This is an optimization exercise on Yosys and OpenROAD, whose aim is a short achievable clock period and few clock cycles per item, not a production implementation. The RTL was checked by simulation tests, not by an equivalence proof against the original design. The flow treats the clock pin as an ideal source, which a real chip does not have. Power figures rest on the tool's default switching activity, not on a simulated workload.

==> flow/config.mk <==
export PLATFORM = sky130hd
export DESIGN_NAME = processor
export DESIGN_NICKNAME = processor
export VERILOG_FILES = /design/flow/design.v
export SDC_FILE = /design/flow/constraint.sdc
export NUM_CORES = 8
export LEC_CHECK = 0
export CAP_MARGIN = 40
export CORE_MARGIN = 2
export CORE_UTILIZATION = 45
export GPL_ROUTABILITY_DRIVEN = 1
export GPL_TIMING_DRIVEN = 1
export SETUP_SLACK_MARGIN = 5
export SLEW_MARGIN = 60
export SYNTH_HIERARCHICAL = 1
export TNS_END_PERCENT = 100
==> flow/constraint.sdc <==
create_clock -name core_clock -period 10.0 [get_ports {clk}]
set_input_delay 2.0000 -clock core_clock [delete_from_list [all_inputs] [get_ports {clk}]]
set_output_delay 2.0000 -clock core_clock [all_outputs]
set_load 0.01 [all_outputs]
==> flow/design.v <==
`timescale 1ns / 1ps
module processor (
    input clk, reset,
    output [7:0] pc,
    input [31:0] instruction,
    output [31:0] Result,
    output result_valid
    );
    reg         d_v;
    reg  [4:0]  d_rd;
    reg  [31:0] d_rd_oh;
    reg  [31:0] d_rs1_oh, d_rs2_oh;
    reg  [31:0] d_rs1_ohn;     
    reg  [31:0] d_imm;         
    reg         d_isr;         
    reg         d_we;          
    reg         d_ld, d_st;    
    reg         d_sum, d_slt, d_and, d_or, d_nor, d_inv;
    reg         d_m1a, d_m1b;  
    reg         d_m2a, d_m2b;  
    reg         e_v;
    reg  [4:0]  e_rd;
    reg  [31:0] e_rd_oh;
    reg         e_we, e_ld, e_st;
    reg  [31:0] e_a, e_b, e_s;
    reg  [7:0]  e_sello;       
    reg  [31:0] e_selhi;       
    reg  [8:0]  e_off;         
    reg         e_cin;
    reg         e_sum, e_slt, e_and, e_or, e_nor;
    reg         e_sumw;        
    reg  [31:0] w_val;         
    reg  [31:0] w_valn;        
    reg  [31:0] w_wen;         
    reg  [31:0] res_q;
    wire [7:0]  n_sello;
    wire [31:0] n_selhi;
    wire [31:0] w_next;
    reg         res_v;
    reg  [7:0]  pc_q;
    reg         rst_q;         
    wire stall;
    always @(posedge clk) begin
        if (reset) pc_q <= 8'd0;
        else       pc_q <= pc_q + {5'd0, ~stall, 2'd0};
        rst_q <= reset;
    end
    assign pc = pc_q;
    wire [31:0] ins = instruction;
    wire [6:0] f_opc = ins[6:0];
    wire [4:0] f_rd  = ins[11:7];
    wire [2:0] f_f3  = ins[14:12];
    wire [4:0] f_rs1 = ins[19:15];
    wire [4:0] f_rs2 = ins[24:20];
    wire f_isr = (f_opc == 7'b0110011);
    wire f_isi = (f_opc == 7'b0010011);
    wire f_isl = (f_opc == 7'b0000011);
    wire f_iss = (f_opc == 7'b0100011);
    wire f_alu = f_isr | f_isi;
    wire f_wr  = f_isr | f_isi | f_isl;
    wire f_sub = f_isr & (f_f3 == 3'b000) & ins[30];
    wire f_slt = f_alu & (f_f3 == 3'b010);
    wire f_and = f_alu & (f_f3 == 3'b111);
    wire f_or  = f_alu & (f_f3 == 3'b110);
    wire f_nor = f_alu & (f_f3 == 3'b100);
    wire f_inv = f_sub | f_slt;
    wire f_sum = ~(f_slt | f_and | f_or | f_nor);
    wire [31:0] f_immv = f_iss ? {{20{ins[31]}}, ins[31:25], ins[11:7]}
                               : {{20{ins[31]}}, ins[31:20]};
    wire f_m1a = d_we & (d_rd == f_rs1);
    wire f_m1b = d_we & (d_rd == f_rs2);
    wire f_m2a = e_we & (e_rd == f_rs1);
    wire f_m2b = e_we & (e_rd == f_rs2);
    assign stall = f_isl & d_ld & f_m1a;
    integer k;
    reg [31:0] f_rd_oh, f_rs1_oh, f_rs2_oh;
    always @(*) begin
        for (k = 0; k < 32; k = k + 1) begin
            f_rd_oh[k]  = (f_rd  == k[4:0]);
            f_rs1_oh[k] = (f_rs1 == k[4:0]);
            f_rs2_oh[k] = (f_rs2 == k[4:0]);
        end
    end
    always @(posedge clk) begin
        if (reset || stall) begin
            d_v  <= 1'b0;
            d_we <= 1'b0;
            d_ld <= 1'b0;
            d_st <= 1'b0;
        end else begin
            d_v  <= 1'b1;
            d_we <= f_wr;
            d_ld <= f_isl;
            d_st <= f_iss;
        end
        d_rd     <= f_rd;
        d_rd_oh  <= f_rd_oh;
        d_rs1_oh <= f_rs1_oh & {32{~f_m2a}};    
        d_rs1_ohn <= ~(f_rs1_oh & {32{~f_m2a}});
        d_rs2_oh <= f_rs2_oh & {32{~f_m2b}};
        d_imm    <= f_immv;
        d_isr    <= f_isr;
        d_sum    <= f_sum;
        d_slt    <= f_slt;
        d_and    <= f_and;
        d_or     <= f_or;
        d_nor    <= f_nor;
        d_inv    <= f_inv;
        d_m1a    <= f_m1a;
        d_m1b    <= f_m1b;
        d_m2a    <= f_m2a;
        d_m2b    <= f_m2b;
    end
    wire [31:0] rf_a, rf_b;
    RegFile rf (
        .clk (clk),
        .reset (rst_q),
        .wen (w_wen),
        .wdata_n (w_valn),
        .sel1 (d_rs1_oh),
        .sel2 (d_rs2_oh),
        .rd1 (rf_a),
        .rd2 (rf_b));
    wire [31:0] d_a = ({32{d_m2a}} & w_val) | rf_a;
    wire [31:0] d_b = ({32{d_m2b}} & w_val) | rf_b;
    wire [7:0]  d_sello;
    wire [31:0] d_selhi;
    wire [8:0] rfl_an;
    RegFileLow rfl (
        .clk (clk),
        .reset (rst_q),
        .wen (w_wen),
        .wdata_n (w_valn[8:0]),
        .sel_n (d_rs1_ohn),
        .rd_n (rfl_an));
    wire [8:0] d_a_low = ~(({9{d_m2a}} & w_valn[8:0]) | rfl_an);
    WordSelPart dsel (.a (d_a_low), .b (d_imm[8:0]), .lo (d_sello), .hi (d_selhi));
    always @(posedge clk) begin
        if (reset) begin
            e_v  <= 1'b0;
            e_we <= 1'b0;
            e_ld <= 1'b0;
            e_st <= 1'b0;
        end else begin
            e_v  <= d_v;
            e_we <= d_we;
            e_ld <= d_ld;
            e_st <= d_st;
        end
        e_rd    <= d_rd;
        e_rd_oh <= d_rd_oh;
        e_a     <= d_m1a ? w_next : d_a;
        e_b     <= ~d_isr ? d_imm
                 : d_m1b  ? w_next
                 :          d_b;
        e_s     <= d_m1b ? w_next : d_b;
        e_sello <= {8{d_ld}} & (d_m1a ? n_sello : d_sello);
        e_selhi <= d_m1a ? n_selhi : d_selhi;
        e_off   <= d_imm[8:0];
        e_cin   <= d_inv;
        e_sum   <= d_sum;
        e_sumw  <= d_sum & ~d_ld;
        e_slt   <= d_slt;
        e_and   <= d_and;
        e_or    <= d_or;
        e_nor   <= d_nor;
    end
    wire [31:0] a = e_a;
    wire [31:0] b = e_b ^ {32{e_cin}};    
    wire [31:0] s = e_s;
    wire [32:0] sum_c = {a, 1'b1} + {b, e_cin};
    wire [31:0] sum = sum_c[32:1];
    wire lt = (a[31] == b[31]) ? a[31] : sum[31];
    wire [31:0] alu = ({32{e_sum}} & sum)
                    | ({32{e_and}} & (a & b))
                    | ({32{e_or}}  & (a | b))
                    | ({32{e_nor}} & ~(a | b))
                    | {31'd0, e_slt & lt};
    wire [8:0] ni = d_imm[8:0];
    wire [8:0] cs_s = a[8:0] ^ b[8:0] ^ ni;
    wire [8:0] cs_c = (a[8:0] & b[8:0]) | (a[8:0] & ni) | (b[8:0] & ni);
    wire [7:0]  sum_lo;
    wire [31:0] sum_hi;
    WordSelPart nsum (.a (cs_s), .b ({cs_c[7:0], e_cin}), .lo (sum_lo), .hi (sum_hi));
    wire [8:0] lg = ({9{e_and}} & (a[8:0] & b[8:0]))
                  | ({9{e_or}}  & (a[8:0] | b[8:0]))
                  | ({9{e_nor}} & ~(a[8:0] | b[8:0]));
    wire [7:0]  lg_lo;
    wire [31:0] lg_hi;
    WordSelPart nlg (.a (lg), .b (ni), .lo (lg_lo), .hi (lg_hi));
    wire [7:0]  s0_lo, s1_lo;
    wire [31:0] s0_hi, s1_hi;
    WordSelPart ns0 (.a (9'd0), .b (ni), .lo (s0_lo), .hi (s0_hi));
    WordSelPart ns1 (.a (9'd1), .b (ni), .lo (s1_lo), .hi (s1_hi));
    wire [7:0]  slt_lo = lt ? s1_lo : s0_lo;
    wire [31:0] slt_hi = lt ? s1_hi : s0_hi;
    assign n_sello = e_sum ? sum_lo : e_slt ? slt_lo : lg_lo;
    assign n_selhi = e_sum ? sum_hi : e_slt ? slt_hi : lg_hi;
    wire [127:0] ssel;
    WordSel nst (.a (a[8:0]), .b (e_off), .sel (ssel));
    wire [127:0] wsel = {128{e_st}} & ssel;
    wire [127:0] e_sel;
    WordSelJoin ejoin (.lo (e_sello), .hi (e_selhi), .sel (e_sel));
    wire [31:0] mdata;
    DataMem dm (
        .clk (clk),
        .reset (rst_q),
        .wsel (wsel),
        .wdata (s),
        .rsel (e_sel),
        .rdata (mdata));
    wire [31:0] alu_w = ({32{e_sumw}} & sum)
                      | ({32{e_and}} & (a & b))
                      | ({32{e_or}}  & (a | b))
                      | ({32{e_nor}} & ~(a | b))
                      | {31'd0, e_slt & lt};
    assign w_next = alu_w | mdata;
    always @(posedge clk) begin
        w_val  <= w_next;
        w_valn <= ~w_next;
        w_wen  <= e_rd_oh & {32{e_we}};
        res_q  <= alu;
        if (reset) res_v <= 1'b0;
        else       res_v <= e_v;
    end
    assign Result = res_q;
    assign result_valid = res_v;
endmodule
`timescale 1ns / 1ps
`timescale 1ns / 1ps
`timescale 1ns / 1ps
module WordSel(
    input  [8:0] a,
    input  [8:0] b,
    output [127:0] sel
    );
    wire [7:0]  lo;
    wire [31:0] hi;
    WordSelPart part (.a (a), .b (b), .lo (lo), .hi (hi));
    WordSelJoin join_ (.lo (lo), .hi (hi), .sel (sel));
endmodule
module WordSelPart(
    input  [8:0] a,
    input  [8:0] b,
    output [7:0]  lo,
    output [31:0] hi
    );
    wire [8:0] p = a ^ b;
    wire [8:0] g = a & b;
    wire [8:0] o = a | b;
    wire c2 = g[1] | (p[1] & g[0]);      
    wire [35:0] hit;
    genvar j, k;
    generate
        for (j = 2; j <= 8; j = j + 1) begin : bits
            if (j == 2) begin : first
                assign hit[4*j+0] = ~(p[j] ^ c2);
                assign hit[4*j+1] = ~(p[j] ^ c2);
                assign hit[4*j+2] =  (p[j] ^ c2);
                assign hit[4*j+3] =  (p[j] ^ c2);
            end else begin : rest
                assign hit[4*j+0] = ~(p[j] ^ o[j-1]);
                assign hit[4*j+1] = ~(p[j] ^ g[j-1]);
                assign hit[4*j+2] =  (p[j] ^ o[j-1]);
                assign hit[4*j+3] =  (p[j] ^ g[j-1]);
            end
        end
        for (k = 0; k < 8; k = k + 1) begin : los
            localparam [3:0] K = {k[2:0], 1'b0};    
            assign lo[k] = hit[4*2 + 2*K[1] + K[0]] & hit[4*3 + 2*K[2] + K[1]]
                         & hit[4*4 + 2*K[3] + K[2]];
        end
        for (k = 0; k < 32; k = k + 1) begin : his
            localparam [4:0] K = k[4:0];              
            assign hi[k] = hit[4*5 + 2*K[1] + K[0]] & hit[4*6 + 2*K[2] + K[1]]
                         & hit[4*7 + 2*K[3] + K[2]] & hit[4*8 + 2*K[4] + K[3]];
        end
    endgenerate
endmodule
module WordSelJoin(
    input  [7:0]  lo,
    input  [31:0] hi,
    output [127:0] sel
    );
    genvar k;
    generate
        for (k = 0; k < 128; k = k + 1) begin : words
            assign sel[k] = lo[k % 8] & hi[k / 4];
        end
    endgenerate
endmodule
`timescale 1ns / 1ps
module RegFile(
    input clk, reset,
    input  [31:0] wen,
    input  [31:0] wdata_n,
    input  [31:0] sel1,
    input  [31:0] sel2,
    output reg [31:0] rd1,
    output reg [31:0] rd2
    );
    reg [1023:0] rg_file;
    integer i;
    always @(*) begin
        rd1 = 32'd0;
        rd2 = 32'd0;
        for (i = 0; i < 32; i = i + 1) begin
            rd1 = rd1 | (rg_file[i*32 +: 32] & {32{sel1[i]}});
            rd2 = rd2 | (rg_file[i*32 +: 32] & {32{sel2[i]}});
        end
    end
    wire [31:0] wd = ~wdata_n & {32{~reset}};
    always @(posedge clk) begin
        for (i = 0; i < 32; i = i + 1) begin
            if (reset || wen[i]) rg_file[i*32 +: 32] <= wd;
        end
    end
endmodule
module RegFileLow(
    input clk, reset,
    input  [31:0] wen,
    input  [8:0]  wdata_n,
    input  [31:0] sel_n,
    output reg [8:0] rd_n
    );
    reg [287:0] rg_low_n;
    integer i;
    always @(*) begin
        rd_n = 9'd0;
        for (i = 0; i < 32; i = i + 1)
            rd_n = rd_n | (rg_low_n[i*9 +: 9] & {9{~sel_n[i]}});
    end
    wire [8:0] wd = wdata_n | {9{reset}};
    always @(posedge clk) begin
        for (i = 0; i < 32; i = i + 1) begin
            if (reset || wen[i]) rg_low_n[i*9 +: 9] <= wd;
        end
    end
endmodule
`timescale 1ns / 1ps
module DataMem(
    input clk, reset,
    input  [127:0] wsel,
    input  [31:0]  wdata,
    input  [127:0] rsel,
    output reg [31:0] rdata
    );
    reg [4095:0] mem;
    integer i;
    always @(*) begin
        rdata = 32'd0;
        for (i = 0; i < 128; i = i + 1)
            rdata = rdata | (mem[i*32 +: 32] & {32{rsel[i]}});
    end
    wire [31:0] wd1 = wdata | {32{reset}};    
    wire [31:0] wd0 = wdata & {32{~reset}};   
    always @(posedge clk) begin
        for (i = 0; i < 128; i = i + 1) begin
            if (reset || wsel[i])
                mem[i*32 +: 32] <= (wd1 & i) | (wd0 & ~i);
        end
    end
endmodule
`timescale 1ns / 1ps
`timescale 1ns / 1ps
`timescale 1ns / 1ps
==> flow/flow/run.sh <==
#!/bin/bash
# Layout: the standard flow (standard.sh) run in steps, with
#  - timing repair aimed well below the 10 ns clock (repair_timing's setup
#    margin on make's command line),
#  - one more round of timing repair after clock tree synthesis
#    (flow/repair.tcl),
#  - antenna diodes with a ratio margin after global routing
#    (flow/antenna.tcl), so detailed routing normally runs once.
# The SDC is the design's, unchanged. Each step logs to its own file here.
set -euo pipefail
M=6.7
R=orfs/results/sky130hd/processor/base
bash standard.sh SETUP_SLACK_MARGIN=$M cts > make_cts.log 2>&1
RESULTS=$R SETUP_MARGIN=$M SLEW_M=0 CAP_M=0 openroad -exit flow/repair.tcl > repair.log 2>&1
bash standard.sh SETUP_SLACK_MARGIN=$M grt > make_grt.log 2>&1
RESULTS=$R openroad -exit flow/antenna.tcl > antenna.log 2>&1
bash standard.sh SETUP_SLACK_MARGIN=$M finish > make_finish.log 2>&1
==> flow/flow/antenna.tcl <==
# Diodes for antenna rules on the global routes, with a 40% ratio margin, so
# that the detailed routes rarely break the rules and no second detailed
# routing pass is needed. Written back to orfs/results/.../5_1_grt.odb.
set plat $::env(FLOW_HOME)/platforms/sky130hd
set res $::env(RESULTS)
read_lef $plat/lef/sky130_fd_sc_hd.tlef
read_lef $plat/lef/sky130_fd_sc_hd_merged.lef
read_liberty $plat/lib/sky130_fd_sc_hd__tt_025C_1v80.lib
read_db $res/5_1_grt.odb
read_sdc $res/5_1_grt.sdc
source $plat/setRC.tcl
set_global_routing_layer_adjustment met1-met5 0.2
set_routing_layers -clock met3-met5
set_routing_layers -signal met1-met5
puts "global routes: [grt::have_routes]"
repair_antennas -ratio_margin 40 -iterations 5 -allow_congestion
check_antennas
check_placement -verbose
write_db $res/5_1_grt.odb
==> flow/flow/repair.tcl <==
# One more round of design and timing repair on the clock-tree stage's
# layout (orfs/results/.../4_cts.odb), written back in place before
# global routing. Timing uses the design's SDC; repair aims for
# SETUP_MARGIN ns of setup slack at the 10 ns clock.
set plat $::env(FLOW_HOME)/platforms/sky130hd
set res $::env(RESULTS)
read_lef $plat/lef/sky130_fd_sc_hd.tlef
read_lef $plat/lef/sky130_fd_sc_hd_merged.lef
read_liberty $plat/lib/sky130_fd_sc_hd__tt_025C_1v80.lib
read_db $res/4_cts.odb
read_sdc $res/4_cts.sdc
source $plat/setRC.tcl
set_propagated_clock [all_clocks]
set_dont_use [get_lib_cells {sky130_fd_sc_hd__probe_p_8 sky130_fd_sc_hd__probec_p_8 sky130_fd_sc_hd__lpflow_*}]
estimate_parasitics -placement
puts "start: setup ws [sta::worst_slack_cmd max], hold ws [sta::worst_slack_cmd min]"
if {$::env(SLEW_M) > 0} {
  repair_design -slew_margin $::env(SLEW_M) -cap_margin $::env(CAP_M) -match_cell_footprint -verbose
  estimate_parasitics -placement
  puts "after repair_design: setup ws [sta::worst_slack_cmd max]"
}
for {set i 0} {$i < 2} {incr i} {
  repair_timing -setup -setup_margin $::env(SETUP_MARGIN) -repair_tns 100 -match_cell_footprint -verbose
  estimate_parasitics -placement
  puts "after repair_timing $i: setup ws [sta::worst_slack_cmd max]"
}
detailed_placement
estimate_parasitics -placement
repair_timing -hold -hold_margin 0.05 -match_cell_footprint -verbose
detailed_placement
check_placement -verbose
estimate_parasitics -placement
puts "end: setup ws [sta::worst_slack_cmd max], hold ws [sta::worst_slack_cmd min]"
write_db $res/4_cts.odb
==> flow/standard.sh <==
#!/bin/bash
# synth_recipe.tcl (not shown) runs the flow's synth.tcl, then flattens the netlist and writes it again
# the make line also repeats each setting of config.mk as NAME=value (left out here)
make -C /OpenROAD-flow-scripts/flow DESIGN_CONFIG=/design/flow/config.mk WORK_HOME=/design/flow/orfs CLKGATE_MAP_FILE= SYNTH_SCRIPT=/design/flow/synth_recipe.tcl "${@:-finish}"
==> results.sh, run 1 <==
export IMPL_ir_worst_vdd_mv=0.2019
export IMPL_worstSetupStartpoint="e_sello[0]"
export IMPL_finalSetupViolations=0
export IMPL_slowest_delay_ns=0.82
export IMPL_min_period_over_period_pct=38.47
export IMPL_die_area_sq_um=505900
export IMPL_grt_ovfl_total=0
export IMPL_ys_types=82
export IMPL_crit_fanout=5
export IMPL_layout_common_cells="5,408 x edfxtp_1, 1,685 x a22oi_1, 683 x a22o_1, 611 x clkbuf_16, 563 x nand4_1"
export IMPL_clock_sinks=5896
export IMPL_syn_to_final_growth_pct=20.03
export IMPL_slowest_stage="nor4_4"
export IMPL_clk_path_buf_depth=4
export IMPL_yosys_warnings=10
export IMPL_synth_seq_cells=5896
export IMPL_crit_path_cell_trace="buf_8 -> and2_4 -> buf_12 -> buf_16 -> buf_6 -> a22o_1 -> a221oi_2 -> nand4_1 -> nor4_4 -> nand3_4 -> nor2_4 -> a21oi_2 -> a31o_2 -> a21o_1"
export IMPL_netlist_area_sq_um=225100
export IMPL_insertion_delay_ns=1.12
export IMPL_drtIter0Drc=20720
export IMPL_drive_gt1_share_pct=21.34
export IMPL_timing_final_ws_setup_ns=6.153
export IMPL_rsz0062_at_grt="yes"
export IMPL_reg2regPathDepth=14
export IMPL_tns_ns=0
export IMPL_gp_congestion=0.9731
export IMPL_wl_per_cell_um=33.10
export IMPL_rr_endpoint="e_b[31]"
export IMPL_synth_edf_count=5408
export IMPL_clk_transition_reported_paths_ns=0.06
export IMPL_vias=137900
export IMPL_design_core_area_sq_um=497800
export IMPL_critPathCapture="e_b[31]"
export IMPL_critPathLaunchType="flop"
export IMPL_fin_worst_skew_ns=0.06645
export IMPL_power_leakage_nw=95.77
export IMPL_antenna_found_initial=46
export IMPL_synth_avg_cell_area_sq_um=16.52
export IMPL_pre_cts_ws_ns=5.287
export IMPL_cts_hold_buf=0
export IMPL_setup_worst_path_end_class="flop"
export IMPL_ys_seq_area_share_pct=76.48
export IMPL_die_y_um=711.3
export IMPL_netlist_instances=13630
export IMPL_routed_wl_mm=720.6
export IMPL_cts_max_level=6
export IMPL_fp_dieW_um=711.3
export IMPL_drv_slew=0
export IMPL_hold_viol=0
export IMPL_critPathArrivalTime_ns=4.83
export IMPL_layout_nets=14720
export IMPL_grt_start_max_net_pins=89
export IMPL_worstPathRequired_ns=10.98
export IMPL_drc=0
export IMPL_cts_root_buf="clkbuf_16"
export IMPL_final_common_cell="edfxtp_1"
export IMPL_clock_fmax_ghz=0.2599
export IMPL_finalPower_mw=61.46
export IMPL_drv_cap=0
export IMPL_grt_pass1_wl_mm=998.2
export IMPL_vias_per_cell=6.335
export IMPL_ant_nets=0
export IMPL_async_flop_share_pct=0
export IMPL_grt_usage_pct=27.41
export IMPL_r2r_slack_ns=6.15
export IMPL_relSlewSlack_pct=50.98
export IMPL_hpwl_mm=443.1
export IMPL_numCtsBuffers=603
export IMPL_finalCriticalPeriod_ns=3.847
export IMPL_grt_pass1_vias=129700
export IMPL_rows=259
export IMPL_critPathKind="reg2reg"
export IMPL_io_pins=75
export IMPL_portBuffers=72
export IMPL_reg2reg_from="e_sello[0]"
export IMPL_powerDensity_nw_per_um2=227.5
export IMPL_dr_pass1_iters=6
export IMPL_synth_ff_type="edfxtp_1"
export IMPL_tightest_slew_ns=0.7298
export IMPL_status="timing/DRC/antenna clean"
export IMPL_final_core_util_pct=54.28
export IMPL_cts_tree="built"
export IMPL_min_path_type="reg2reg"
export IMPL_start_util_pct=45.22
## sequential cells by signal (all words and copies together), names as in the netlist, 32 cells and up
name,flops
res_q,32
w_valn,32
rf.rg_file,1024
e_rd_oh,32
dm.mem,4096
w_val,32
rfl.rg_low_n,288
e_selhi,32
e_a,32
d_rd_oh,32
e_s,32
d_rs1_oh,32
d_rs1_ohn,32
d_rs2_oh,32
w_wen,32
e_b,32
## worst min path at each step
stage	from	endpoint	slack [ns]	cells past startpoint
2_1_floorplan	d_inv	e_cin	0.31	0
3_3_place_gp	d_rd_oh[11]	e_rd_oh[11]	0.31	0
3_5_place_dp	d_rd_oh[12]	e_rd_oh[12]	0.31	0
4_1_cts	d_rd_oh[5]	e_rd_oh[5]	0.33	0
5_1_grt	d_rd_oh[17]	e_rd_oh[17]	0.33	0
6_report	d_rd_oh[27]	e_rd_oh[27]	0.33	0
## through the flow
stage	instance area (sq um)	instances	hold WS, ns
after floorplan	225400	13660	0.3095
after global placement	234100	19990	0.3100
after detailed placement	239200	20220	0.3121
after CTS	266100	21500	0.3263
after global routing	270000	21690	0.3304
final	270200	21770	0.3263
## cells by family after synthesis
group / Yosys count / share of synthesized area, %
flops: 5896 / 76.48
compound gates: 3740 / 13.16
simple gates: 2251 / 5.620
buf+inv: 1298 / 2.534
xor+xnor: 243 / 1.106
fa+ha+maj: 152 / 0.8716
mux: 48 / 0.2223
other cells: 2 / 0.003336
## area by class of cell
class	instances	area, sq um
Sequential cell	5896	172400
Inverter	520	1962
Timing Repair Buffer	1038	13180
Fill cell	39020	227600
Multi-Input combinational cell	6477	55230
Clock buffer	796	16150
Antenna cell	100	250.2
Tap cell	6655	8327
Clock inverter	286	2700
## worst max-delay path, delay by kind of cell (launching register included)
kind / cells / cell delay [ns]
buf+inv: 4 / 0.54
simple gates: 5 / 1.88
compound gates: 5 / 0.88
flops: 1 / 0.39
## per-module statistics from Yosys, one instance, submodules excluded, a selection
module / times used / flops+latches / area, sq um
DataMem: 1 / 4096 / 146100
WordSelJoin: 2 / 0 / 890.9
WordSelPart: 6 / 0 / 745.7
RegFileLow: 1 / 288 / 11410
RegFile: 1 / 1024 / 41780
processor: 1 / 488 / 19560
## cell usage after synthesis (37+ instances only)
cell         n  area (sq um)
mux2i_1     37         370.4
clkbuf_1   540          2027
buf_6       71         799.5
nand4_1    563          3522
a21oi_1    139         695.7
a211oi_1    74         555.5
or2_2      213          1333
nor2b_1     80         500.5
a22o_1     704          6166
o21ai_0     66         330.3
inv_1      520          1952
xor2_1     131          1147
nor3_1      97         485.5
buf_2      114         570.6
dfxtp_1    488          9769
a221oi_1   705          6175
nor2_1     365          1370
nand3_1    123         615.6
a21o_1      59         442.9
o22ai_1    152         950.9
nand2_1    145         544.3
edfxtp_1  5408        162400
xnor2_1     88         770.7
ha_1       144          1802
or4_1       66         495.5
and2_1     423          2646
a22oi_1   1697         12740
nor4_1     108         675.7
## routing by layer
metal	global-route usage (%)	part of all wire, %	vias up
met5	0	0.020	-
met4	9.916	4.2	22
met3	5.173	10	1201
met2	42.81	46	7975
met1	38.54	39	70990
li1	-	-	57710
## repair_timing
action	in CTS	in global routing
cloned	45	10
setup buffers	153	42
pin swaps	357	148
gates resized for setup	1347	250
endpoints found under the setup margin	2423	1378
## report_power, final
| part | switching [mW] | internal (mW) | leakage [nW] |
|---|---|---|---|
| Clock | 9.66 | 12.0 | 9.15 |
| Sequential | 1.44 | 31.2 | 58.6 |
| Combinational | 4.90 | 2.27 | 28.0 |
| Total | 16.0 | 45.5 | 95.8 |
Testbench counts, summed over its fixed seeds: cycles 130,094, instrs 128,000.
==> inputs of run 2 (changes only) <==
--- a/flow/design.v
+++ b/flow/design.v
@@ -29,6 +29,7 @@
     reg         e_cin;
     reg         e_sum, e_slt, e_and, e_or, e_nor;
     reg         e_sumw;        
+    reg         e_sadd, e_ssub, e_saddw, e_ssubw;    
     reg  [31:0] w_val;         
     reg  [31:0] w_valn;        
     reg  [31:0] w_wen;         
@@ -36,6 +37,8 @@
     wire [7:0]  n_sello;
     wire [31:0] n_selhi;
     wire [31:0] w_next;
+    wire [31:0] alu_w;         
+    wire [31:0] mdata;         
     reg         res_v;
     reg  [7:0]  pc_q;
     reg         rst_q;         
@@ -135,6 +138,13 @@
         .rd_n (rfl_an));
     wire [8:0] d_a_low = ~(({9{d_m2a}} & w_valn[8:0]) | rfl_an);
     WordSelPart dsel (.a (d_a_low), .b (d_imm[8:0]), .lo (d_sello), .hi (d_selhi));
+    wire [31:0] e_a_early = d_m1a ? alu_w : d_a;
+    wire [31:0] e_b_early = ~d_isr ? d_imm : d_m1b ? alu_w : d_b;
+    wire [31:0] e_s_early = d_m1b ? alu_w : d_b;
+    wire [31:0] e_a_next, e_b_next, e_s_next;
+    LateOr la (.en (d_m1a),         .late (mdata), .early (e_a_early), .nxt (e_a_next));
+    LateOr lb (.en (d_isr & d_m1b), .late (mdata), .early (e_b_early), .nxt (e_b_next));
+    LateOr ls (.en (d_m1b),         .late (mdata), .early (e_s_early), .nxt (e_s_next));
     always @(posedge clk) begin
         if (reset) begin
             e_v  <= 1'b0;
@@ -149,39 +159,48 @@
         end
         e_rd    <= d_rd;
         e_rd_oh <= d_rd_oh;
-        e_a     <= d_m1a ? w_next : d_a;
-        e_b     <= ~d_isr ? d_imm
-                 : d_m1b  ? w_next
-                 :          d_b;
-        e_s     <= d_m1b ? w_next : d_b;
+        e_a     <= e_a_next;
+        e_b     <= e_b_next;
+        e_s     <= e_s_next;
         e_sello <= {8{d_ld}} & (d_m1a ? n_sello : d_sello);
         e_selhi <= d_m1a ? n_selhi : d_selhi;
         e_off   <= d_imm[8:0];
         e_cin   <= d_inv;
         e_sum   <= d_sum;
         e_sumw  <= d_sum & ~d_ld;
+        e_sadd  <= d_sum & ~d_inv;
+        e_ssub  <= d_sum & d_inv;
+        e_saddw <= d_sum & ~d_ld & ~d_inv;
+        e_ssubw <= d_sum & ~d_ld & d_inv;
         e_slt   <= d_slt;
         e_and   <= d_and;
         e_or    <= d_or;
         e_nor   <= d_nor;
     end
     wire [31:0] a = e_a;
-    wire [31:0] b = e_b ^ {32{e_cin}};    
+    wire [31:0] b = e_b;
     wire [31:0] s = e_s;
-    wire [32:0] sum_c = {a, 1'b1} + {b, e_cin};
-    wire [31:0] sum = sum_c[32:1];
-    wire lt = (a[31] == b[31]) ? a[31] : sum[31];
-    wire [31:0] alu = ({32{e_sum}} & sum)
+    wire [31:0] sum_add = a + b;
+    wire [31:0] sum_sub = a - b;
+    wire lt = (a[31] != b[31]) ? a[31] : sum_sub[31];
+    wire [31:0] alu = ({32{e_sadd}} & sum_add)
+                    | ({32{e_ssub}} & sum_sub)
                     | ({32{e_and}} & (a & b))
                     | ({32{e_or}}  & (a | b))
                     | ({32{e_nor}} & ~(a | b))
                     | {31'd0, e_slt & lt};
     wire [8:0] ni = d_imm[8:0];
-    wire [8:0] cs_s = a[8:0] ^ b[8:0] ^ ni;
-    wire [8:0] cs_c = (a[8:0] & b[8:0]) | (a[8:0] & ni) | (b[8:0] & ni);
-    wire [7:0]  sum_lo;
-    wire [31:0] sum_hi;
-    WordSelPart nsum (.a (cs_s), .b ({cs_c[7:0], e_cin}), .lo (sum_lo), .hi (sum_hi));
+    wire [8:0] nb = ~b[8:0];
+    wire [8:0] ca_s = a[8:0] ^ b[8:0] ^ ni;
+    wire [8:0] ca_c = (a[8:0] & b[8:0]) | (a[8:0] & ni) | (b[8:0] & ni);
+    wire [8:0] cb_s = a[8:0] ^ nb ^ ni;
+    wire [8:0] cb_c = (a[8:0] & nb) | (a[8:0] & ni) | (nb & ni);
+    wire [7:0]  add_lo, sub_lo;
+    wire [31:0] add_hi, sub_hi;
+    WordSelPart nadd (.a (ca_s), .b ({ca_c[7:0], 1'b0}), .lo (add_lo), .hi (add_hi));
+    WordSelPart nsub (.a (cb_s), .b ({cb_c[7:0], 1'b1}), .lo (sub_lo), .hi (sub_hi));
+    wire [7:0]  sum_lo = e_cin ? sub_lo : add_lo;
+    wire [31:0] sum_hi = e_cin ? sub_hi : add_hi;
     wire [8:0] lg = ({9{e_and}} & (a[8:0] & b[8:0]))
                   | ({9{e_or}}  & (a[8:0] | b[8:0]))
                   | ({9{e_nor}} & ~(a[8:0] | b[8:0]));
@@ -201,7 +220,6 @@
     wire [127:0] wsel = {128{e_st}} & ssel;
     wire [127:0] e_sel;
     WordSelJoin ejoin (.lo (e_sello), .hi (e_selhi), .sel (e_sel));
-    wire [31:0] mdata;
     DataMem dm (
         .clk (clk),
         .reset (rst_q),
@@ -209,7 +227,8 @@
         .wdata (s),
         .rsel (e_sel),
         .rdata (mdata));
-    wire [31:0] alu_w = ({32{e_sumw}} & sum)
+    assign alu_w = ({32{e_saddw}} & sum_add)
+                 | ({32{e_ssubw}} & sum_sub)
                       | ({32{e_and}} & (a & b))
                       | ({32{e_or}}  & (a | b))
                       | ({32{e_nor}} & ~(a | b))
@@ -228,6 +247,13 @@
 endmodule
 `timescale 1ns / 1ps
 `timescale 1ns / 1ps
+module LateOr(
+    input         en,
+    input  [31:0] late, early,
+    output [31:0] nxt
+    );
+    assign nxt = ({32{en}} & late) | early;
+endmodule
 `timescale 1ns / 1ps
 module WordSel(
     input  [8:0] a,
==> results.sh, run 2 <==
export IMPL_status="timing/DRC/antenna clean"
export IMPL_layout_common_cells="5,408 x edfxtp_1, 1,666 x a22oi_1, 703 x a22o_1, 621 x clkbuf_16, 571 x a221oi_1"
export IMPL_portBuffers=72
export IMPL_antenna_found_initial=67
export IMPL_vias=145300
export IMPL_crit_family="flip-flops"
export IMPL_crit_fanout=2
export IMPL_dr_pass1_iters=8
export IMPL_synth_top_area_share_pct=70.61
export IMPL_dpl_cell_area_sq_um=245200
export IMPL_synth_ff_type="edfxtp_1"
export IMPL_drive_gt1_share_pct=18.75
export IMPL_whs_ns=0.3213
export IMPL_grt_start_max_net_pins=83
export IMPL_die_y_um=718.9
export IMPL_wl_per_cell_um=34.01
export IMPL_synth_seq_cells=5899
export IMPL_io_pins=75
export IMPL_rows=262
export IMPL_grt_pass1_vias=136500
export IMPL_min_path_type="reg2reg"
export IMPL_gp_congestion=0.9507
export IMPL_slowest_delay_ns=0.43
export IMPL_use_met3_pct=7.128
export IMPL_reg_top3="dm.mem: 4096 flops, rf.rg_file: 1024 flops, rfl.rg_low_n: 288 flops"
export IMPL_netlist_instances=14360
export IMPL_cts_max_level=6
export IMPL_drv_cap=0
export IMPL_grt_usage_pct=28.36
export IMPL_ant_nets=0
export IMPL_crit_path_cell_trace="buf_6"
export IMPL_relSlewSlack_pct=52.19
export IMPL_tightest_slew_ns=0.7171
export IMPL_synth_avg_cell_area_sq_um=16.01
export IMPL_yosys_warnings=10
export IMPL_ys_types=98
export IMPL_setup_worst_path_end_class="primary output"
export IMPL_async_flop_share_pct=0
export IMPL_powerDensity_nw_per_um2=230.6
export IMPL_syn_to_final_growth_pct=18.06
export IMPL_clock_fmax_ghz=0.2710
export IMPL_rsz0062_at_grt="yes"
export IMPL_power_leakage_nw=96.93
export IMPL_hpwl_mm=466.5
export IMPL_final_common_cell="edfxtp_1"
export IMPL_cts_tree="built"
export IMPL_critPathArrivalTime_ns=1.69
export IMPL_netlist_area_sq_um=230000
export IMPL_hold_viol=0
export IMPL_synth_common_cells="5,408 x edfxtp_1, 1,666 x a22oi_1, 704 x a22o_1"
export IMPL_critPathKind="reg2out"
export IMPL_numCtsBuffers=605
export IMPL_tns_ns=0
export IMPL_start_util_pct=45.17
export IMPL_layout_nets=15420
export IMPL_die_area_sq_um=516800
export IMPL_finalCriticalPeriod_ns=3.690
export IMPL_synth_top_area_cell="edfxtp_1"
export IMPL_use_met1_pct=38.77
export IMPL_synth_edf_count=5408
export IMPL_synth_most_common_cell="edfxtp_1"
export IMPL_critPathBufInv=1
export IMPL_cts_root_buf="clkbuf_16"
export IMPL_grt_busiest_layer="met2"
export IMPL_min_period_over_period_pct=36.90
export IMPL_drv_slew=0
export IMPL_vias_per_cell=6.461
export IMPL_clk_transition_reported_paths_ns=0.06
export IMPL_fp_dieW_um=718.9
export IMPL_clock_sinks=5899
export IMPL_top_register="dm.mem"
export IMPL_fillers=40470
export IMPL_slowest_stage="dfxtp_4"
export IMPL_drtIter0Drc=22500
export IMPL_grt_pass1_wl_mm=1051
export IMPL_grt_use_met2_pct=43.32
export IMPL_pre_cts_ws_ns=5.533
export IMPL_routed_wl_mm=764.7
export IMPL_drc=0
export IMPL_synth_area_leaders="edfxtp_1 71%, a22oi_1 5.4%, dfxtp_1 4.3%, a22o_1 2.7%, a221oi_1 2.7%"
export IMPL_fin_worst_skew_ns=0.09702
export IMPL_ys_seq_area_share_pct=74.89
export IMPL_finalSetupViolations=0
export IMPL_critPathLaunchType="flop"
export IMPL_insertion_delay_ns=1.15
export IMPL_timing_final_ws_setup_ns=6.310
export IMPL_clk_path_buf_depth=4
export IMPL_design_core_area_sq_um=509100
export IMPL_largest_reg_flops=4096
export IMPL_finalInstanceArea_sq_um=271500
export IMPL_worstPathRequired_ns=8.00
export IMPL_ir_worst_vdd_mv=0.2148
export IMPL_grt_ovfl_total=0
-- run 2: cell count changes in the layout (fill, tap and decap cells not counted), sizes merged, moves of 44 or more --
| cell | change |
|---|---|
| ha | +44 |
| nand2 | +100 |
| nor2 | +91 |
| a21o | +80 |
| mux2i | +60 |
| a21oi | +46 |
| inv | +44 |
| buf | -53 |
-- run 2: power breakdown --
| part | internal (mW) | switching, mW | total [mW] |
|---|---|---|---|
| registers | 31.1 | 1.32 | 32.5 |
| logic | 2.55 | 5.56 | 8.11 |
| clock network | 12.3 | 9.71 | 22.0 |
-- run 2: layout make-up --
cell class / instances / area, sq um / share of cell area, %
inverter: 572 / 2181 / 0.8032
sequential: 5899 / 172500 / 63.53
timing repair buffer: 1004 / 12090 / 4.454
tap: 6732 / 8423 / 3.102
antenna: 83 / 207.7 / 0.07650
multi-input combinational: 7099 / 56860 / 20.94
clock buffer: 783 / 16230 / 5.977
clock inverter: 311 / 3028 / 1.115
-- run 2: Yosys stat by module, one instance, submodules excluded, excerpt --
module       cell area, sq um  flops+latches  copies in the design
RegFileLow              11410            288                     1
WordSelPart             745.7              0                     7
DataMem                146100           4096                     1
WordSelJoin             890.9              0                     2
processor               22860            491                     1
RegFile                 41780           1024                     1
LateOr                  276.5              0                     3
-- run 2: path summary, 6_finish.rpt --
check	start	endpoint	slack, ns	depth (start not counted)
worst max-delay path	pc_q[6]	pc[6]	6.31	1
worst min-delay path	d_rd_oh[3]	e_rd_oh[3]	0.32	0
worst max register to register	e_a[12]	e_sello[0]	6.35	22
worst min register to register	d_rd_oh[3]	e_rd_oh[3]	0.32	0
-- run 2: cells by family (layout without fill, tap and decap cells) --
group	Yosys count	in the layout	share of synthesized area [%]
flip-flops	5899	5899	74.89
other	2	117	0.003266
multiplexers	118	118	0.5245
AO/OA/AOI/OAI	3947	3947	13.51
AND/OR/NAND/NOR	2552	2556	6.112
adder cells (fa/ha/maj)	207	207	1.188
XOR/XNOR	237	237	1.085
buffers and inverters	1399	2670	2.692
-- run 2: metal layers --
metal | wire length [um] | vias up | share of wire (%)
met3 | 89670 | 1740 | 12
met2 | 344400 | 9566 | 45
met1 | 293300 | 73890 | 38
met4 | 37100 | 36 | 4.9
li1 | - | 60020 | -
met5 | 252 | - | 0.033
-- run 2: timing repair --
item                                    in CTS  in global routing
setup buffers                               93                 82
resized for setup                          685                271
endpoints found under the setup margin     494               1525
pin swaps                                  162                150
gates cloned                                 7                 13
hold buffers                                 0                  0
-- run 2: through the flow --
| stage | utilization [%] | instances | power (mW) |
|---|---|---|---|
| after detailed placement | 48.17 | 21040 | 39.81 |
| final | 53.33 | 22480 | 62.61 |
| after global routing | 53.29 | 22400 | 64.34 |
| after floorplan | - | 14390 | 36.05 |
| after CTS | 52.55 | 22230 | 62.05 |
| after global placement | 46.99 | 20780 | 39.22 |
Testbench counts of run 2, summed over its fixed seeds: cycles 130,094, instrs 128,000.
==> inputs of run 3 (changes only) <==
--- a/flow/design.v
+++ b/flow/design.v
@@ -74,7 +74,7 @@
     wire f_m1b = d_we & (d_rd == f_rs2);
     wire f_m2a = e_we & (e_rd == f_rs1);
     wire f_m2b = e_we & (e_rd == f_rs2);
-    assign stall = f_isl & d_ld & f_m1a;
+    assign stall = f_isl & (d_ld | d_slt) & f_m1a;
     integer k;
     reg [31:0] f_rd_oh, f_rs1_oh, f_rs2_oh;
     always @(*) begin
@@ -207,14 +207,8 @@
     wire [7:0]  lg_lo;
     wire [31:0] lg_hi;
     WordSelPart nlg (.a (lg), .b (ni), .lo (lg_lo), .hi (lg_hi));
-    wire [7:0]  s0_lo, s1_lo;
-    wire [31:0] s0_hi, s1_hi;
-    WordSelPart ns0 (.a (9'd0), .b (ni), .lo (s0_lo), .hi (s0_hi));
-    WordSelPart ns1 (.a (9'd1), .b (ni), .lo (s1_lo), .hi (s1_hi));
-    wire [7:0]  slt_lo = lt ? s1_lo : s0_lo;
-    wire [31:0] slt_hi = lt ? s1_hi : s0_hi;
-    assign n_sello = e_sum ? sum_lo : e_slt ? slt_lo : lg_lo;
-    assign n_selhi = e_sum ? sum_hi : e_slt ? slt_hi : lg_hi;
+    assign n_sello = e_sum ? sum_lo : lg_lo;
+    assign n_selhi = e_sum ? sum_hi : lg_hi;
     wire [127:0] ssel;
     WordSel nst (.a (a[8:0]), .b (e_off), .sel (ssel));
     wire [127:0] wsel = {128{e_st}} & ssel;
--- a/flow/flow/run.sh
+++ b/flow/flow/run.sh
@@ -5,11 +5,16 @@
 #  - one more round of timing repair after clock tree synthesis
 #    (flow/repair.tcl),
 #  - antenna diodes with a ratio margin after global routing
-#    (flow/antenna.tcl), so detailed routing normally runs once.
+#    (flow/antenna.tcl), so detailed routing normally runs once,
+#  - after placement, each flip-flop that drives an output port's buffer
+#    moved next to that buffer (flow/outflops.tcl). The clock tree is built
+#    afterwards as usual and reaches these flip-flops like all others.
 # The SDC is the design's, unchanged. Each step logs to its own file here.
 set -euo pipefail
 M=6.7
 R=orfs/results/sky130hd/processor/base
+bash standard.sh SETUP_SLACK_MARGIN=$M place > make_place.log 2>&1
+RESULTS=$R openroad -exit flow/outflops.tcl > outflops.log 2>&1
 bash standard.sh SETUP_SLACK_MARGIN=$M cts > make_cts.log 2>&1
 RESULTS=$R SETUP_MARGIN=$M SLEW_M=0 CAP_M=0 openroad -exit flow/repair.tcl > repair.log 2>&1
 bash standard.sh SETUP_SLACK_MARGIN=$M grt > make_grt.log 2>&1
==> flow/flow/outflops.tcl (new file) <==
# Move each flip-flop that drives an output port (through the port's buffer)
# next to that buffer, then legalize. Reads and writes RESULTS/3_place.odb.
set plat $::env(FLOW_HOME)/platforms/sky130hd
set res $::env(RESULTS)
read_lef $plat/lef/sky130_fd_sc_hd.tlef
read_lef $plat/lef/sky130_fd_sc_hd_merged.lef
read_liberty $plat/lib/sky130_fd_sc_hd__tt_025C_1v80.lib
read_db $res/3_place.odb
read_sdc $res/3_place.sdc
source $plat/setRC.tcl
set block [ord::get_db_block]
set moved 0
foreach bt [$block getBTerms] {
  if {[$bt getIoType] ne "OUTPUT"} { continue }
  set net [$bt getNet]
  set drv ""
  foreach it [$net getITerms] { if {[$it isOutputSignal]} { set drv [$it getInst] } }
  if {$drv eq ""} { continue }
  # the port buffer's input net and the cell driving it
  set inet ""
  foreach it [$drv getITerms] { if {[$it isInputSignal] && [$it getNet] ne "NULL"} { set inet [$it getNet] } }
  if {$inet eq ""} { continue }
  set src ""
  foreach it [$inet getITerms] { if {[$it isOutputSignal]} { set src [$it getInst] } }
  if {$src eq ""} { continue }
  if {![string match "*dfxtp*" [[$src getMaster] getName]]} { continue }
  # a flip-flop driving few other cells (the pc register also feeds its
  # incrementer)
  if {[llength [$inet getITerms]] > 6} { continue }
  set loc [$drv getLocation]
  $src setLocation [lindex $loc 0] [lindex $loc 1]
  $src setPlacementStatus PLACED
  incr moved
}
puts "moved $moved output flip-flops"
detailed_placement
check_placement -verbose
estimate_parasitics -placement
write_db $res/3_place.odb
==> results.sh, run 3 <==
export IMPL_rr_endpoint="e_b[31]"
export IMPL_powerDensity_nw_per_um2=230.5
export IMPL_clock_sinks=5899
export IMPL_grt_usage_pct=28.32
export IMPL_hold_viol=0
export IMPL_synth_ff_type="edfxtp_1"
export IMPL_ys_seq_area_share_pct=75.60
export IMPL_async_flop_share_pct=0
export IMPL_synth_xor_area_share_pct=0.8431
export IMPL_slowest_delay_ns=0.34
export IMPL_reg2reg_from="e_b[8]"
export IMPL_synth_adder_area_share_pct=1.057
export IMPL_syn_to_final_growth_pct=18.16
export IMPL_synth_avg_cell_area_sq_um=16.31
export IMPL_pre_cts_ws_ns=5.373
export IMPL_drc=0
export IMPL_synth_top_family_by_area="compound AO/OA/AOI/OAI gates"
export IMPL_synth_common_cells="5,408 x edfxtp_1, 1,668 x a22oi_1, 704 x a22o_1"
export IMPL_timing_final_ws_setup_ns=6.468
export IMPL_dr_pass1_iters=6
export IMPL_largest_reg_flops=4096
export IMPL_top_register="dm.mem"
export IMPL_cts_hold_buf=0
export IMPL_hold_path_endpoint="e_rd_oh[14]"
export IMPL_layout_nets=14970
export IMPL_cts_max_level=6
export IMPL_ir_worst_vdd_mv=0.2246
export IMPL_tns_ns=0
export IMPL_clock_fmax_ghz=0.2831
export IMPL_setup_worst_path_end_class="primary output"
export IMPL_synth_area_leaders="edfxtp_1 71%, a22oi_1 5.5%, dfxtp_1 4.3%, a22o_1 2.7%, a221oi_1 2.7%"
export IMPL_final_common_cell="edfxtp_1"
export IMPL_min_period_over_period_pct=35.32
export IMPL_routed_wl_mm=750.3
export IMPL_drive_gt1_share_pct=19.22
export IMPL_clk_transition_reported_paths_ns=0.06
export IMPL_clk_path_buf_depth=4
export IMPL_synth_edf_count=5408
export IMPL_worstPathRequired_ns=8.00
export IMPL_status="timing/DRC/antenna clean"
export IMPL_rows=261
export IMPL_reg_top3="dm.mem: 4096 flops, rf.rg_file: 1024 flops, rfl.rg_low_n: 288 flops"
export IMPL_portBuffers=72
export IMPL_vias=142100
export IMPL_crit_path_cell_trace="buf_6"
export IMPL_numCtsBuffers=608
export IMPL_fin_worst_skew_ns=0.09299
export IMPL_wl_per_cell_um=33.83
export IMPL_stdcell_count=22180
export IMPL_synth_top_area_cell="edfxtp_1"
export IMPL_die_y_um=715.5
export IMPL_min_delay_start="d_rd_oh[14]"
export IMPL_critPathLaunchType="flop"
export IMPL_hpwl_mm=467.0
export IMPL_grt_start_max_net_pins=89
export IMPL_synth_compound_area_share_pct=13.51
export IMPL_start_util_pct=45.12
export IMPL_cts_root_buf="clkbuf_16"
export IMPL_grt_ovfl_total=0
export IMPL_drv_cap=0
export IMPL_rsz0062_at_grt="yes"
export IMPL_slowest_stage="dfxtp_2"
export IMPL_ant_nets=0
export IMPL_finalCriticalPeriod_ns=3.532
export IMPL_io_pins=75
export IMPL_layout_common_cells="5,408 x edfxtp_1, 1,666 x a22oi_1, 703 x a22o_1, 624 x clkbuf_16, 576 x a221oi_1"
export IMPL_r2r_slack_ns=6.50
export IMPL_yosys_warnings=10
export IMPL_synth_mux_area_share_pct=0.5020
export IMPL_critPathBufInv=1
export IMPL_netlist_area_sq_um=227800
export IMPL_ys_types=116
export IMPL_synth_seq_cells=5899
export IMPL_finalSetupViolations=0
export IMPL_insertion_delay_ns=1.11
export IMPL_hold_depth=0
export IMPL_relSlewSlack_pct=53.19
export IMPL_netlist_instances=13970
export IMPL_fp_dieW_um=715.5
export IMPL_crit_fanout=1
export IMPL_drtIter0Drc=22340
export IMPL_min_path_type="reg2reg"
export IMPL_tightest_slew_ns=0.7022
export IMPL_vias_per_cell=6.406
export IMPL_power_leakage_nw=95.79
export IMPL_critPathArrivalTime_ns=1.53
export IMPL_drv_slew=0
export IMPL_cts_tree="built"
export IMPL_critPathKind="reg2out"
export IMPL_synth_simple_area_share_pct=5.874
export IMPL_grt_pass1_wl_mm=1031
export IMPL_design_core_area_sq_um=504900
export IMPL_synth_top_area_share_pct=71.29
export IMPL_gp_congestion=0.9546
export IMPL_synth_most_common_cell="edfxtp_1"
export IMPL_reg2regPathDepth=16
export IMPL_grt_pass1_vias=132200
export IMPL_die_area_sq_um=512000
export IMPL_antenna_found_initial=60
export IMPL_dp_cells=20610
export IMPL_crit_family="flip-flops"
## run 3: how the worst max path moves through the flow
stage               startpoint      endpoint  depth (start not counted)
3_5_place_dp   instruction[17]       pc_q[6]                         10
5_1_grt                pc_q[4]         pc[4]                          1
2_1_floorplan            rst_q  dm.mem[1000]                          2
6_report              res_q[6]     Result[6]                          1
3_3_place_gp        e_sello[2]      w_val[8]                          8
4_1_cts               res_q[2]     Result[2]                          1
## run 3: where the power goes
part	internal, mW	switching (mW)	total [mW]
sequential	31.1	1.26	32.4
clock	12.2	9.65	21.8
combinational	2.37	5.43	7.80
total	45.7	16.3	62.0
## run 3: Yosys stat by module (local to each module, per instance), excerpt
module / times used / area, sq um / flip-flops and latches
RegFile: 1 / 41780 / 1024
WordSelJoin: 2 / 890.9 / 0
RegFileLow: 1 / 11410 / 288
processor: 1 / 22190 / 491
LateOr: 3 / 276.5 / 0
DataMem: 1 / 146100 / 4096
WordSelPart: 5 / 745.7 / 0
## run 3: kinds of logic (layout without fill, tap and decap cells)
logic type,after synthesis,in the layout
muxes,108,108
AOI/OAI and AO/OA,3882,3882
other,2,223
adders and majority gates,181,181
DFF,5899,5899
and+or+nand+nor,2380,2381
buffers and inverters,1329,2614
xor gates and xnor gates,185,185
## run 3: timing repair
item | CTS | global route
pin swaps | 157 | 143
setup buffers | 91 | 61
gates resized for setup | 617 | 282
gates cloned | 4 | 5
setup endpoints to repair | 491 | 993
## run 3: final cells by class
| type | instances | area, sq um |
|---|---|---|
| clock buffer | 812 | 16550 |
| multi-input combinational | 6741 | 54460 |
| tap | 6706 | 8391 |
| inverter | 523 | 1996 |
| sequential | 5899 | 172400 |
| fill | 40170 | 235700 |
| antenna | 219 | 548.0 |
| clock inverter | 293 | 2571 |
| timing repair buffer | 986 | 12240 |
## run 3: stage by stage
step	power (mW)	util [%]	hold slack, ns	instance area, sq um
2_1_floorplan	35.92	-	0.3096	228000
3_3_place_gp	39.05	46.99	0.3104	237200
3_5_place_dp	39.63	48.17	0.3121	243200
4_1_cts	61.47	52.51	0.2969	265100
5_1_grt	63.74	53.23	0.3054	268700
6_report	62.03	53.31	0.2994	269200
## run 3: per-layer routing
metal  vias to the layer above  global-route usage (%)  wire, um
met5                         -                       0       181
met4                        26                   12.21     36990
met3                      1363                   6.418     86010
met2                      8875                   43.04    336600
met1                     72910                   39.32    290500
li1                      58910                       -         -
Testbench counts of run 3, summed over its fixed seeds: cycles 130,468, instrs 128,000.
==> inputs of run 4 (changes only) <==
--- a/flow/flow/run.sh
+++ b/flow/flow/run.sh
@@ -9,10 +9,14 @@
 #  - after placement, each flip-flop that drives an output port's buffer
 #    moved next to that buffer (flow/outflops.tcl). The clock tree is built
 #    afterwards as usual and reaches these flip-flops like all others.
+#  - synthesis without the platform's adder mapping (ADDER_MAP_FILE empty:
+#    adders are left to abc as plain gates instead of full/half adder
+#    cells). Otherwise it is standard.sh's synthesis: the same registers.
 # The SDC is the design's, unchanged. Each step logs to its own file here.
 set -euo pipefail
 M=6.7
 R=orfs/results/sky130hd/processor/base
+bash standard.sh SETUP_SLACK_MARGIN=$M ADDER_MAP_FILE= synth > make_synth.log 2>&1
 bash standard.sh SETUP_SLACK_MARGIN=$M place > make_place.log 2>&1
 RESULTS=$R openroad -exit flow/outflops.tcl > outflops.log 2>&1
 bash standard.sh SETUP_SLACK_MARGIN=$M cts > make_cts.log 2>&1
==> results.sh, run 4 <==
export IMPL_drv_cap=0
export IMPL_hold_path_endpoint="e_rd_oh[5]"
export IMPL_ys_seq_area_share_pct=75.82
export IMPL_critPathArrivalTime_ns=1.62
export IMPL_yosys_warnings=10
export IMPL_p_sw_mw=16.28
export IMPL_powerDensity_nw_per_um2=231.7
export IMPL_crit_fanout=2
export IMPL_ir_worst_vdd_mv=0.2349
export IMPL_dpl_cell_area_sq_um=242700
export IMPL_drtIter0Drc=24840
export IMPL_design_core_area_sq_um=502000
export IMPL_hold_depth=0
export IMPL_p_clk_share_pct=35.3
export IMPL_top_register="dm.mem"
export IMPL_reg_top3="dm.mem: 4096 flops, rf.rg_file: 1024 flops, rfl.rg_low_n: 288 flops"
export IMPL_swShare_pct=26.38
export IMPL_die_y_um=714.5
export IMPL_start_util_pct=45.25
export IMPL_synth_most_common_cell="edfxtp_1"
export IMPL_sequentialPowerShare_pct=52.7
export IMPL_synth_edf_count=5408
export IMPL_power_frac_comb_pct=12.0
export IMPL_grt_usage_pct=30.07
export IMPL_routed_wl_mm=794.3
export IMPL_antenna_found_initial=79
export IMPL_ys_types=108
export IMPL_hpwl_mm=488.5
export IMPL_critPathLaunchType="flop"
export IMPL_rr_endpoint="w_val[10]"
export IMPL_clock_sinks=5899
export IMPL_worstPathRequired_ns=8.00
export IMPL_gp_congestion=0.9601
export IMPL_tns_ns=0
export IMPL_grt_pass1_wl_mm=1082
export IMPL_finalSetupViolations=0
export IMPL_synth_top_area_share_pct=71.50
export IMPL_cts_max_level=6
export IMPL_cts_root_buf="clkbuf_16"
export IMPL_vias=146200
export IMPL_syn_to_final_growth_pct=17.31
export IMPL_rsz0062_at_grt="yes"
export IMPL_fp_dieW_um=714.5
export IMPL_setup_worst_path_end_class="primary output"
export IMPL_clk_path_buf_depth=4
export IMPL_netlist_area_sq_um=227100
export IMPL_r2r_slack_ns=6.63
export IMPL_slowest_stage="dfxtp_2"
export IMPL_layout_common_cells="5,408 x edfxtp_1, 1,688 x a22oi_1, 705 x a22o_1, 613 x a221oi_1, 606 x clkbuf_16"
export IMPL_cellInternalPower_mw=45.44
export IMPL_drv_slew=0
export IMPL_critPathBufInv=1
export IMPL_reg2reg_from="e_sello[0]"
export IMPL_largest_reg_flops=4096
export IMPL_die_area_sq_um=510400
export IMPL_status="timing/DRC/antenna clean"
export IMPL_numCtsBuffers=599
export IMPL_insertion_delay_ns=1.13
export IMPL_min_path_type="reg2reg"
export IMPL_dr_pass1_iters=10
export IMPL_portBuffers=72
export IMPL_synth_ff_type="edfxtp_1"
export IMPL_clk_transition_reported_paths_ns=0.07
export IMPL_io_pins=75
export IMPL_min_delay_start="d_rd_oh[5]"
export IMPL_synth_avg_cell_area_sq_um=16.15
export IMPL_vias_per_cell=6.625
export IMPL_drive_gt1_share_pct=18.29
export IMPL_power_leakage_nw=93.48
export IMPL_finalCriticalPeriod_ns=3.624
export IMPL_fillers=39960
export IMPL_cts_tree="built"
export IMPL_final_common_cell="edfxtp_1"
export IMPL_grt_ovfl_total=0
export IMPL_relSlewSlack_pct=46.99
export IMPL_drc=0
export IMPL_layout_nets=14780
export IMPL_netlist_instances=14070
export IMPL_critPathKind="reg2out"
export IMPL_finalInstanceArea_sq_um=266400
export IMPL_slowest_delay_ns=0.37
export IMPL_grt_pass1_vias=135900
export IMPL_synth_top_area_cell="edfxtp_1"
export IMPL_synth_seq_cells=5899
export IMPL_async_flop_share_pct=0
export IMPL_min_period_over_period_pct=36.24
export IMPL_clock_fmax_ghz=0.2759
export IMPL_wl_per_cell_um=36.00
export IMPL_grt_start_max_net_pins=82
export IMPL_ant_nets=0
export IMPL_crit_family="flip-flops"
export IMPL_hold_viol=0
export IMPL_fin_worst_skew_ns=0.09566
export IMPL_tightest_slew_ns=0.7952
export IMPL_rows=260
export IMPL_synth_common_cells="5,408 x edfxtp_1, 1,688 x a22oi_1, 706 x a22o_1"
export IMPL_synth_area_leaders="edfxtp_1 71%, a22oi_1 5.6%, dfxtp_1 4.3%, a22o_1 2.7%, a221oi_1 2.7%"
export IMPL_reg2regPathDepth=9
export IMPL_crit_path_cell_trace="buf_6"
export IMPL_cts_hold_buf=0
run 4: area by class of cell:
cell class | instances | area [sq um] | share of cell area [%]
Antenna cell | 173 | 432.9 | 0.1625
Clock buffer | 803 | 16230 | 6.092
Clock inverter | 263 | 2635 | 0.9890
Inverter | 413 | 1555 | 0.5837
Multi-Input combinational cell | 6923 | 53890 | 20.22
Sequential cell | 5899 | 172600 | 64.78
Tap cell | 6681 | 8359 | 3.137
Timing Repair Buffer | 907 | 10750 | 4.035
run 4: metal layers:
metal / routed length, um / share of wire, % / global-route usage (%) / vias up
li1: - / - / - / 59200
met1: 298000 / 38 / 41.20 / 74680
met2: 346400 / 44 / 44.37 / 10400
met3: 107900 / 14 / 8.756 / 1850
met4: 41560 / 5.2 / 13.98 / 38
met5: 465 / 0.059 / 0 / -
run 4: timing repair:
item,CTS,global route
gates cloned,1,0
pin swaps,125,122
endpoints found under the setup margin,1007,808
gates resized for setup,611,215
setup buffers,57,50
run 4: power groups by stage:
| stage | logic (mW) | clock network (mW) | registers (mW) |
|---|---|---|---|
| 3_3_place_gp | 5.93 | 0 | 32.9 |
| 5_1_grt | 7.67 | 22.8 | 32.8 |
| 6_report | 7.44 | 21.8 | 32.5 |
| 4_1_cts | 6.87 | 21.9 | 32.4 |
| 2_1_floorplan | 3.25 | 0 | 32.5 |
| 3_5_place_dp | 6.45 | 0 | 33.0 |
run 4: stage by stage:
stage	worst slack [ns]	util (%)	hold slack [ns]	total power, mW	instances
floorplan	5.439	-	0.3096	35.72	14070
global placement	4.660	47.11	0.3097	38.79	20440
detailed placement	5.630	48.34	0.3121	39.44	20680
CTS	6.334	52.55	0.3243	61.18	21800
global route	6.359	53.02	0.3312	63.26	21940
finish	6.376	53.08	0.3228	61.72	22060
run 4: cells by family (layout without fill, tap and decap cells):
kind of cell	Yosys count	after routing	synth area share [%]
DFF	5899	5899	75.82
AOI/OAI and AO/OA	4010	4010	13.86
and+or+nand+nor	2520	2520	6.150
buffers and inverters	1246	2386	2.473
xor gates and xnor gates	240	240	1.008
muxes	91	91	0.4176
adders and majority gates	58	58	0.2584
other	2	177	0.003306
run 4: per-module statistics from Yosys, one instance, submodules excluded, excerpt:
module	cells	flops+latches	cell area, sq um
RegFile	2631	1024	41780
WordSelPart	120	0	694.4
LateOr	35	0	276.5
WordSelJoin	136	0	890.9
DataMem	7193	4096	146100
RegFileLow	842	288	11410
processor	2423	491	21770
run 4: worst max path at each step:
stage | start | to | slack (ns) | cells after the start
after floorplan | rst_q | dm.mem[1000] | 5.44 | 2
after global placement | instruction[17] | pc_q[6] | 4.66 | 10
after detailed placement | instruction[6] | pc_q[6] | 5.63 | 10
after CTS | pc_q[5] | pc[5] | 6.33 | 1
after global routing | pc_q[3] | pc[3] | 6.36 | 1
final | pc_q[3] | pc[3] | 6.38 | 1
run 4: worst reg2reg max path, delay by kind of cell, from the launching register on:
family	cells	cell delay, ns
AOI/OAI and AO/OA	2	0.57
buffers and inverters	2	0.39
DFF	1	0.37
and+or+nand+nor	5	2.00
==> inputs of run 5 (changes only) <==
--- a/flow/config.mk
+++ b/flow/config.mk
@@ -8,6 +8,8 @@
 export CAP_MARGIN = 40
 export CORE_MARGIN = 2
 export CORE_UTILIZATION = 45
+export CTS_CLUSTER_DIAMETER = 150
+export CTS_CLUSTER_SIZE = 20
 export GPL_ROUTABILITY_DRIVEN = 1
 export GPL_TIMING_DRIVEN = 1
 export SETUP_SLACK_MARGIN = 5
==> results.sh, run 5 <==
export IMPL_cts_hold_buf=0
export IMPL_tns_ns=0
export IMPL_power_leakage_nw=89.39
export IMPL_clk_transition_reported_paths_ns=0.09
export IMPL_finalSetupViolations=0
export IMPL_finalCriticalPeriod_ns=3.527
export IMPL_top_register="dm.mem"
export IMPL_powerDensity_nw_per_um2=210.9
export IMPL_slowest_stage="dfxtp_4"
export IMPL_ir_worst_vdd_mv=0.1990
export IMPL_grt_ovfl_total=0
export IMPL_routed_wl_mm=790.0
export IMPL_drc=0
export IMPL_portBuffers=72
export IMPL_crit_path_cell_trace="buf_6"
export IMPL_setup_worst_path_end_class="primary output"
export IMPL_crit_fanout=2
export IMPL_layout_nets=14570
export IMPL_synth_edf_count=5408
export IMPL_critPathLaunchType="flop"
export IMPL_drtIter0Drc=23580
export IMPL_use_met3_pct=8.615
export IMPL_fin_worst_skew_ns=0.09310
export IMPL_async_flop_share_pct=0
export IMPL_antenna_found_initial=83
export IMPL_tightest_slew_ns=0.9407
export IMPL_grt_pass1_vias=132800
export IMPL_critPathBufInv=1
export IMPL_synth_area_leaders="edfxtp_1 71%, a22oi_1 5.6%, dfxtp_1 4.3%, a22o_1 2.7%, a221oi_1 2.7%"
export IMPL_finalPower_mw=54.40
export IMPL_synth_avg_cell_area_sq_um=16.15
export IMPL_ys_types=108
export IMPL_grt_pass1_wl_mm=1072
export IMPL_syn_to_final_growth_pct=13.57
export IMPL_design_core_area_sq_um=502000
export IMPL_layout_common_cells="5,408 x edfxtp_1, 1,687 x a22oi_1, 705 x a22o_1, 605 x a221oi_1, 564 x nand4_1"
export IMPL_synth_top_area_cell="edfxtp_1"
export IMPL_use_met1_pct=41.02
export IMPL_synth_most_common_cell="edfxtp_1"
export IMPL_grt_start_max_net_pins=82
export IMPL_grt_busiest_layer="met2"
export IMPL_die_area_sq_um=510400
export IMPL_synth_common_cells="5,408 x edfxtp_1, 1,688 x a22oi_1, 706 x a22o_1"
export IMPL_min_delay_start="d_rd_oh[2]"
export IMPL_reg2reg_from="e_b[4]"
export IMPL_largest_reg_flops=4096
export IMPL_drive_gt1_share_pct=16.47
export IMPL_critPathKind="reg2out"
export IMPL_rows=260
export IMPL_reg_top3="dm.mem: 4096 flops, rf.rg_file: 1024 flops, rfl.rg_low_n: 288 flops"
export IMPL_crit_family="flip-flops"
export IMPL_clock_fmax_ghz=0.2835
export IMPL_grt_usage_pct=29.86
export IMPL_rsz0062_at_grt="yes"
export IMPL_drv_slew=0
export IMPL_io_pins=75
export IMPL_grt_use_met2_pct=44.46
export IMPL_start_util_pct=45.25
export IMPL_insertion_delay_ns=1.05
export IMPL_die_y_um=714.5
export IMPL_synth_seq_cells=5899
export IMPL_ant_nets=0
export IMPL_worstSetupStartpoint="pc_q[5]"
export IMPL_cts_root_buf="clkbuf_16"
export IMPL_yosys_warnings=10
export IMPL_final_common_cell="edfxtp_1"
export IMPL_min_path_type="reg2reg"
export IMPL_hold_viol=0
export IMPL_fp_dieW_um=714.5
export IMPL_gp_congestion=0.9601
export IMPL_synth_top_area_share_pct=71.50
export IMPL_synth_ff_type="edfxtp_1"
export IMPL_relSlewSlack_pct=37.27
export IMPL_clk_path_buf_depth=4
export IMPL_hpwl_mm=488.5
export IMPL_wl_per_cell_um=36.59
export IMPL_numCtsBuffers=335
export IMPL_critPathArrivalTime_ns=1.53
export IMPL_cts_max_level=5
export IMPL_drv_cap=0
export IMPL_ys_seq_area_share_pct=75.82
export IMPL_clock_sinks=5899
export IMPL_fillers=40770
export IMPL_netlist_area_sq_um=227100
export IMPL_worstPathRequired_ns=8.00
export IMPL_slowest_delay_ns=0.36
export IMPL_netlist_instances=14070
export IMPL_dr_pass1_iters=8
export IMPL_vias_per_cell=6.656
export IMPL_vias=143700
export IMPL_status="timing/DRC/antenna clean"
export IMPL_min_period_over_period_pct=35.27
export IMPL_cts_tree="built"
run 5: cell counts after synthesis:
Identical to the previous run, type by type.
run 5: power by group:
group	internal, mW	switching, mW
clock	6.40	8.08
sequential	31.1	1.36
combinational	2.24	5.26
run 5: per-stage QoR:
| step | cell area (sq um) | worst slack [ns] | std cells | hold WS [ns] | util [%] |
|---|---|---|---|---|---|
| floorplan | 227200 | 5.439 | 14070 | 0.3096 | - |
| global placement | 236500 | 4.660 | 20440 | 0.3097 | 47.11 |
| detailed placement | 242700 | 5.630 | 20680 | 0.3121 | 48.34 |
| CTS | 254600 | 6.421 | 21280 | 0.3212 | 50.72 |
| global route | 257700 | 6.447 | 21480 | 0.3317 | 51.34 |
| finish | 258000 | 6.473 | 21590 | 0.3136 | 51.39 |
run 5: routing by layer:
metal / vias up / share of wire, %
li1: 58440 / -
met1: 73830 / 38
met2: 9697 / 44
met3: 1697 / 13
met4: 46 / 5.1
met5: - / 0.058
run 5: cell type report:
class                      instances  area, sq um  area share, %
inverter                         413         1555         0.6029
tap                             6681         8359          3.240
sequential                      5899       172600          66.92
antenna                          167        417.9         0.1620
clock inverter                    29        528.0         0.2047
multi-input combinational       6923        53930          20.91
timing repair buffer             967        11390          4.416
clock buffer                     514         9140          3.543
run 5: modules after synthesis (local to each module, per instance), a selection:
| module | cells | flip-flops and latches |
|---|---|---|
| DataMem | 7193 | 4096 |
| LateOr | 35 | 0 |
| RegFileLow | 842 | 288 |
| WordSelPart | 120 | 0 |
| processor | 2423 | 491 |
| RegFile | 2631 | 1024 |
| WordSelJoin | 136 | 0 |
run 5: final timing paths:
check | cells past startpoint | endpoint | slack (ns)
max | 1 | pc[5] | 6.47
min reg2reg | 0 | e_rd_oh[2] | 0.31
max reg2reg | 13 | e_b[28] | 6.62
min | 0 | e_rd_oh[2] | 0.31
run 5: kinds of logic (layout without fill, tap and decap cells):
kind of cell / count (synthesis) / after routing / share of synthesized area (%)
AO/OA/AOI/OAI: 4010 / 4010 / 13.86
flip-flops: 5899 / 5899 / 75.82
XOR/XNOR: 240 / 240 / 1.008
adder cells (fa/ha/maj): 58 / 58 / 0.2584
buffers and inverters: 1246 / 1923 / 2.473
AND/OR/NAND/NOR: 2520 / 2520 / 6.150
multiplexers: 91 / 91 / 0.4176
other: 2 / 171 / 0.003306
run 5: repair_timing:
action	4_1_cts	5_1_grt
gates resized for setup	603	265
setup endpoints to repair	965	459
pin swaps	105	135
cloned	3	1
buffers inserted	61	85

-- static timing again, ports no longer ideal --
The results above use ideal ports. As a check the final layouts listed here were re-extracted and re-timed, cells and wires unchanged. Step 1: set_driving_cell puts a clkbuf_16 on clk and a buf_2 on each other input, an assumption about the parent block. Step 2, shift: input delay + t, output delay - t, t = (earliest + latest rising clock arrival at the registers) / 2. This alone moves slack from input paths to output paths. a / b / c = ideal ports / drivers / drivers and shift; a / b = the first two.
| run | t, ns | setup slack, ns |
|---|---|---|
| run 1 | 1.214 | 6.153 / 6.153 / 5.673 |
| run 2 | 1.223 | 6.310 / 6.189 / 5.715 |
| run 3 | 1.187 | 6.468 / 6.344 / 5.728 |
| run 4 | 1.233 | 6.376 / 6.242 / 5.560 |
| run 5 | 1.152 | 6.473 / 6.337 / 5.577 |
After both steps setup and hold are still met in every run listed.
